From an optimization exercise on the open Yosys and OpenROAD flow, aimed at small area and a short achievable clock period; shortcuts taken in it are not production practice.

==> build 86 <==
## DOUBLY_PIPELINE
module DOUBLY_PIPELINE(clk,xi,yi,r,ang,xf,yf);
input signed [15:0] xi,yi;
input clk;
output signed [15:0] r,ang;
output signed [15:0] xf,yf;
reg signed [15:6] xr, yr;   
reg signed [15:0] a2,a3,a4,a5,a6,a7,a8;
reg signed [15:0] b2,b3,b4,b5,b6,b7;
reg        t2;
reg [1:0]  t3;
reg [2:0]  t4;
reg [3:0]  t5;
reg [4:0]  t6;
reg [5:0]  t7;
reg [5:0]  t8;
reg signed [15:0] x2,x3,x4,x5,x6,x7,x8;
reg signed [15:0] y2,y3,y4,y5,y6,y7,y8;
reg signed [15:0] r_q, xf_q, yf_q;
reg [13:0] ang_q;
reg svn2, svn3, svn4, svn5, svn6;         
reg dxn1, dxn2, dxn3, dxn4, dxn5, dxn6;   
wire [15:0] sc_r, sc_x, sc_y;
scale16 u_sr(.v(a8), .q(sc_r));
scale16 u_sx(.v(x8), .q(sc_x));
scale16 u_sy(.v(y8), .q(sc_y));
wire signed [15:0] a1, b1;
wire c_a1, c_b1;
wire [5:0] a1lo_n, b1lo_n; wire ca_n, cb_n;
add6_skl u_a1lo(.a(xi[5:0]), .b(yi[5:0]), .cin(1'b0), .s(a1lo_n), .cout(ca_n));
add6_skl u_b1lo(.a(yi[5:0]), .b(~xi[5:0]), .cin(1'b1), .s(b1lo_n), .cout(cb_n));
reg [5:0] a1lo, b1lo; reg ca, cb;
wire [9:0] a1hi, b1hi;
add10_skl u_a1hi(.a(xr[15:6]), .b(yr[15:6]), .cin(ca), .s(a1hi), .cout(c_a1));
add10_skl u_b1hi(.a(yr[15:6]), .b(~xr[15:6]), .cin(cb), .s(b1hi), .cout(c_b1));
assign a1 = {a1hi, a1lo};
  ...
export LEC_CHECK = 0
export CAP_MARGIN = 20
export CORE_MARGIN = 2
export CORE_UTILIZATION = 40
export CTS_CLUSTER_DIAMETER = 200
export CTS_CLUSTER_SIZE = 25
export SLEW_MARGIN = 20
create_clock -name core_clock -period 22.0 [get_ports {clk}]
standard.sh (not shown) runs the stock make flow with config.mk's settings and CLKGATE_MAP_FILE= SYNTH_SCRIPT=/design/flow/synth_recipe.tcl, a recipe that flattens the netlist after the stock synthesis.
==> flow/flow/run.sh <==
#!/bin/bash
set -euo pipefail
export BUFFER_PORTS_ARGS="-buffer_cell sky130_fd_sc_hd__buf_2"
export SETUP_SLACK_MARGIN=16.5
bash standard.sh > standard_flow.log 2>&1
==> build 91: changes against build 86 <==
--- a/flow/design.v
+++ b/flow/design.v
@@ -39,76 +39,76 @@
 add_skl12 u_a2(.a(a1), .b(sh_a2 ^ {16{b1[15]}}), .cin(b1[15]), .s(n_a2), .cout(co_a2));
 wire signed [15:0] sh_b2 = a1 >>> 1;
 wire [15:0] n_b2; wire co_b2;
 add_skl12 u_b2(.a(b1), .b(sh_b2 ^ {16{~b1[15]}}), .cin(~b1[15]), .s(n_b2), .cout(co_b2));
 wire signed [15:0] sh_x2 = b1 >>> 1;
 wire [15:0] n_x2; wire co_x2;
-add_skl12 u_x2(.a(a1), .b(sh_x2 ^ {16{~dxn1}}), .cin(~dxn1), .s(n_x2), .cout(co_x2));
+add_skl12 u_x2(.a(a1), .b(sh_x2 ^ {16{t3[0]}}), .cin(t3[0]), .s(n_x2), .cout(co_x2));
 wire signed [15:0] sh_y2 = a1 >>> 1;
 wire [15:0] n_y2; wire co_y2;
 add_skl12 u_y2(.a(b1), .b(sh_y2 ^ {16{~t3[0]}}), .cin(~t3[0]), .s(n_y2), .cout(co_y2));
 wire signed [15:0] sh_a3 = b2 >>> 2;
 wire [15:0] n_a3; wire co_a3;
 add_skl8 u_a3(.a(a2), .b(sh_a3 ^ {16{b2[15]}}), .cin(b2[15]), .s(n_a3), .cout(co_a3));
 wire signed [15:0] sh_b3 = a2 >>> 2;
 wire [15:0] n_b3; wire co_b3;
-add_skl8 u_b3(.a(b2), .b(sh_b3 ^ {16{svn2}}), .cin(svn2), .s(n_b3), .cout(co_b3));
+add_skl8 u_b3(.a(b2), .b(sh_b3 ^ {16{~b2[15]}}), .cin(~b2[15]), .s(n_b3), .cout(co_b3));
 wire signed [15:0] sh_a4 = b3 >>> 3;
 wire [15:0] n_a4; wire co_a4;
 add_skl6 u_a4(.a(a3), .b(sh_a4 ^ {16{b3[15]}}), .cin(b3[15]), .s(n_a4), .cout(co_a4));
 wire signed [15:0] sh_b4 = a3 >>> 3;
 wire [15:0] n_b4; wire co_b4;
-add_skl8 u_b4(.a(b3), .b(sh_b4 ^ {16{svn3}}), .cin(svn3), .s(n_b4), .cout(co_b4));
+add_skl8 u_b4(.a(b3), .b(sh_b4 ^ {16{~b3[15]}}), .cin(~b3[15]), .s(n_b4), .cout(co_b4));
 wire signed [15:0] sh_a5 = b4 >>> 4;
 wire [15:0] n_a5; wire co_a5;
 add_skl6 u_a5(.a(a4), .b(sh_a5 ^ {16{b4[15]}}), .cin(b4[15]), .s(n_a5), .cout(co_a5));
 wire signed [15:0] sh_b5 = a4 >>> 4;
 wire [15:0] n_b5; wire co_b5;
-add_skl8 u_b5(.a(b4), .b(sh_b5 ^ {16{svn4}}), .cin(svn4), .s(n_b5), .cout(co_b5));
+add_skl8 u_b5(.a(b4), .b(sh_b5 ^ {16{~b4[15]}}), .cin(~b4[15]), .s(n_b5), .cout(co_b5));
 wire signed [15:0] sh_a6 = b5 >>> 5;
 wire [15:0] n_a6; wire co_a6;
 add_skl6 u_a6(.a(a5), .b(sh_a6 ^ {16{b5[15]}}), .cin(b5[15]), .s(n_a6), .cout(co_a6));
 wire signed [15:0] sh_b6 = a5 >>> 5;
 wire [15:0] n_b6; wire co_b6;
-add_skl8 u_b6(.a(b5), .b(sh_b6 ^ {16{svn5}}), .cin(svn5), .s(n_b6), .cout(co_b6));
+add_skl8 u_b6(.a(b5), .b(sh_b6 ^ {16{~b5[15]}}), .cin(~b5[15]), .s(n_b6), .cout(co_b6));
 wire signed [15:0] sh_a7 = b6 >>> 6;
 wire [15:0] n_a7; wire co_a7;
 add_skl6 u_a7(.a(a6), .b(sh_a7 ^ {16{b6[15]}}), .cin(b6[15]), .s(n_a7), .cout(co_a7));
 wire signed [15:0] sh_b7 = a6 >>> 6;
 wire [15:0] n_b7; wire co_b7;
-add_skl8 u_b7(.a(b6), .b(sh_b7 ^ {16{svn6}}), .cin(svn6), .s(n_b7), .cout(co_b7));
+add_skl8 u_b7(.a(b6), .b(sh_b7 ^ {16{~b6[15]}}), .cin(~b6[15]), .s(n_b7), .cout(co_b7));
 wire signed [15:0] sh_a8 = b7 >>> 7;
 wire [15:0] n_a8; wire co_a8;
 add_skl6 u_a8(.a(a7), .b(sh_a8 ^ {16{b7[15]}}), .cin(b7[15]), .s(n_a8), .cout(co_a8));
 wire signed [15:0] sh_x3 = y2 >>> 2;
 wire [15:0] n_x3; wire co_x3;
-add_skl8 u_x3(.a(x2), .b(sh_x3 ^ {16{~dxn2}}), .cin(~dxn2), .s(n_x3), .cout(co_x3));
+add_skl8 u_x3(.a(x2), .b(sh_x3 ^ {16{t4[1]}}), .cin(t4[1]), .s(n_x3), .cout(co_x3));
 wire signed [15:0] sh_y3 = x2 >>> 2;
 wire [15:0] n_y3; wire co_y3;
 add_skl8 u_y3(.a(y2), .b(sh_y3 ^ {16{~t4[1]}}), .cin(~t4[1]), .s(n_y3), .cout(co_y3));
 wire signed [15:0] sh_x4 = y3 >>> 3;
 wire [15:0] n_x4; wire co_x4;
-add_skl8 u_x4(.a(x3), .b(sh_x4 ^ {16{~dxn3}}), .cin(~dxn3), .s(n_x4), .cout(co_x4));
+add_skl8 u_x4(.a(x3), .b(sh_x4 ^ {16{t5[2]}}), .cin(t5[2]), .s(n_x4), .cout(co_x4));
 wire signed [15:0] sh_y4 = x3 >>> 3;
 wire [15:0] n_y4; wire co_y4;
 add_skl8 u_y4(.a(y3), .b(sh_y4 ^ {16{~t5[2]}}), .cin(~t5[2]), .s(n_y4), .cout(co_y4));
 wire signed [15:0] sh_x5 = y4 >>> 4;
 wire [15:0] n_x5; wire co_x5;
-add_skl8 u_x5(.a(x4), .b(sh_x5 ^ {16{~dxn4}}), .cin(~dxn4), .s(n_x5), .cout(co_x5));
+add_skl8 u_x5(.a(x4), .b(sh_x5 ^ {16{t6[3]}}), .cin(t6[3]), .s(n_x5), .cout(co_x5));
 wire signed [15:0] sh_y5 = x4 >>> 4;
 wire [15:0] n_y5; wire co_y5;
 add_skl8 u_y5(.a(y4), .b(sh_y5 ^ {16{~t6[3]}}), .cin(~t6[3]), .s(n_y5), .cout(co_y5));
 wire signed [15:0] sh_x6 = y5 >>> 5;
 wire [15:0] n_x6; wire co_x6;
-add_skl8 u_x6(.a(x5), .b(sh_x6 ^ {16{~dxn5}}), .cin(~dxn5), .s(n_x6), .cout(co_x6));
+add_skl8 u_x6(.a(x5), .b(sh_x6 ^ {16{t7[4]}}), .cin(t7[4]), .s(n_x6), .cout(co_x6));
 wire signed [15:0] sh_y6 = x5 >>> 5;
 wire [15:0] n_y6; wire co_y6;
 add_skl8 u_y6(.a(y5), .b(sh_y6 ^ {16{~t7[4]}}), .cin(~t7[4]), .s(n_y6), .cout(co_y6));
 wire signed [15:0] sh_x7 = y6 >>> 6;
 wire [15:0] n_x7; wire co_x7;
-add_skl8 u_x7(.a(x6), .b(sh_x7 ^ {16{~dxn6}}), .cin(~dxn6), .s(n_x7), .cout(co_x7));
+add_skl8 u_x7(.a(x6), .b(sh_x7 ^ {16{t8[5]}}), .cin(t8[5]), .s(n_x7), .cout(co_x7));
 wire signed [15:0] sh_y7 = x6 >>> 6;
 wire [15:0] n_y7; wire co_y7;
 add_skl8 u_y7(.a(y6), .b(sh_y7 ^ {16{~t8[5]}}), .cin(~t8[5]), .s(n_y7), .cout(co_y7));
 wire signed [15:0] sh_x8 = y7 >>> 7;
 wire [15:0] n_x8; wire co_x8;
 add_skl6 u_x8(.a(x7), .b(sh_x8 ^ {16{1'b1}}), .cin(1'b1), .s(n_x8), .cout(co_x8));
@@ -144,23 +144,12 @@
   x7 <= n_x7; y7 <= n_y7;
   x8 <= n_x8; y8 <= n_y8;
   r_q   <= sc_r;
   xf_q  <= sc_x;
   yf_q  <= sc_y;
   ang_q <= ang_half;
-  svn2 <= ~n_b2[15];
-  svn3 <= ~n_b3[15];
-  svn4 <= ~n_b4[15];
-  svn5 <= ~n_b5[15];
-  svn6 <= ~n_b6[15];
-  dxn1 <= ~t2;
-  dxn2 <= ~t3[1];
-  dxn3 <= ~t4[2];
-  dxn4 <= ~t5[3];
-  dxn5 <= ~t6[4];
-  dxn6 <= ~t7[5];
 end
 assign r = r_q;
 assign xf = xf_q;
 assign yf = yf_q;
 assign ang = {ang_q[13], ang_q, 1'b0};
 endmodule
==> results.txt <==
quantity                                                build 86    build 91
Run status                              timing/DRC/antenna clean  timing/DRC/antenna clean
Worst Tran Pin Value                                    0.886 ns    0.985 ns
Reg-to-Reg End                                          xf_q[14]      x4[14]
Count of inserted tapcells                                 1,254       1,243
R2R Path Start                                             x8[6]       t5[2]
Pin count of the biggest net entering global routing          26          30
Multi-input gate area                                 0.0234 mm²  0.0234 mm²
Die Height                                                310 µm      309 µm
Sequential cell area fraction in the yosys report          29.8%       29.4%
Clock network area share                                   1.66%       1.57%
Gr usage total                                             14.0%       13.9%
Part of the cycle the worst path needs                     24.9%       24.9%
Length of routed met2 wiring                             33.6 mm     31.7 mm
Placement row count                                          112         111
Portion of netlist area occupied by mux cells             0.572%      0.417%
Cell Count, Final, Fillers Out                             4,890       4,790
Global-route wire length before repair                    109 mm      109 mm
No functional check of the RTL was part of any run of this note.

port drivers added, routing unchanged:
In the flow no input, the clock included, has a driving cell. The finished layouts below were timed again as built, in two steps.
Step 1: set_driving_cell puts a clkbuf_16 on clk and a buf_2 on each other input, an assumption about the parent block.
Step 2, shift: input delay + t, output delay - t, t = (earliest + latest rising clock arrival at the registers) / 2. This alone moves slack from input paths to output paths.
a / b / c = no drivers / after step 1 / after step 2; a / b = the first two.
| run | t (ns) | setup WS [ns] | hold slack, ns | worst setup path after step 2 | pins driven straight from the clock port |
|---|---|---|---|---|---|
| build 86 | 0.655 | 16.516 / 16.456 / 16.230 | 0.331 / 0.331 / 0.331 | input to register | 1 |
| build 91 | 0.643 | 16.524 / 16.462 / 16.237 | 0.318 / 0.318 / 0.318 | input to register | 1 |
After both steps setup and hold are still met in every run listed. For build 91, which loses most, drivers alone change the setup slack by -0.062 ns; drivers and shift together by -0.287 ns.
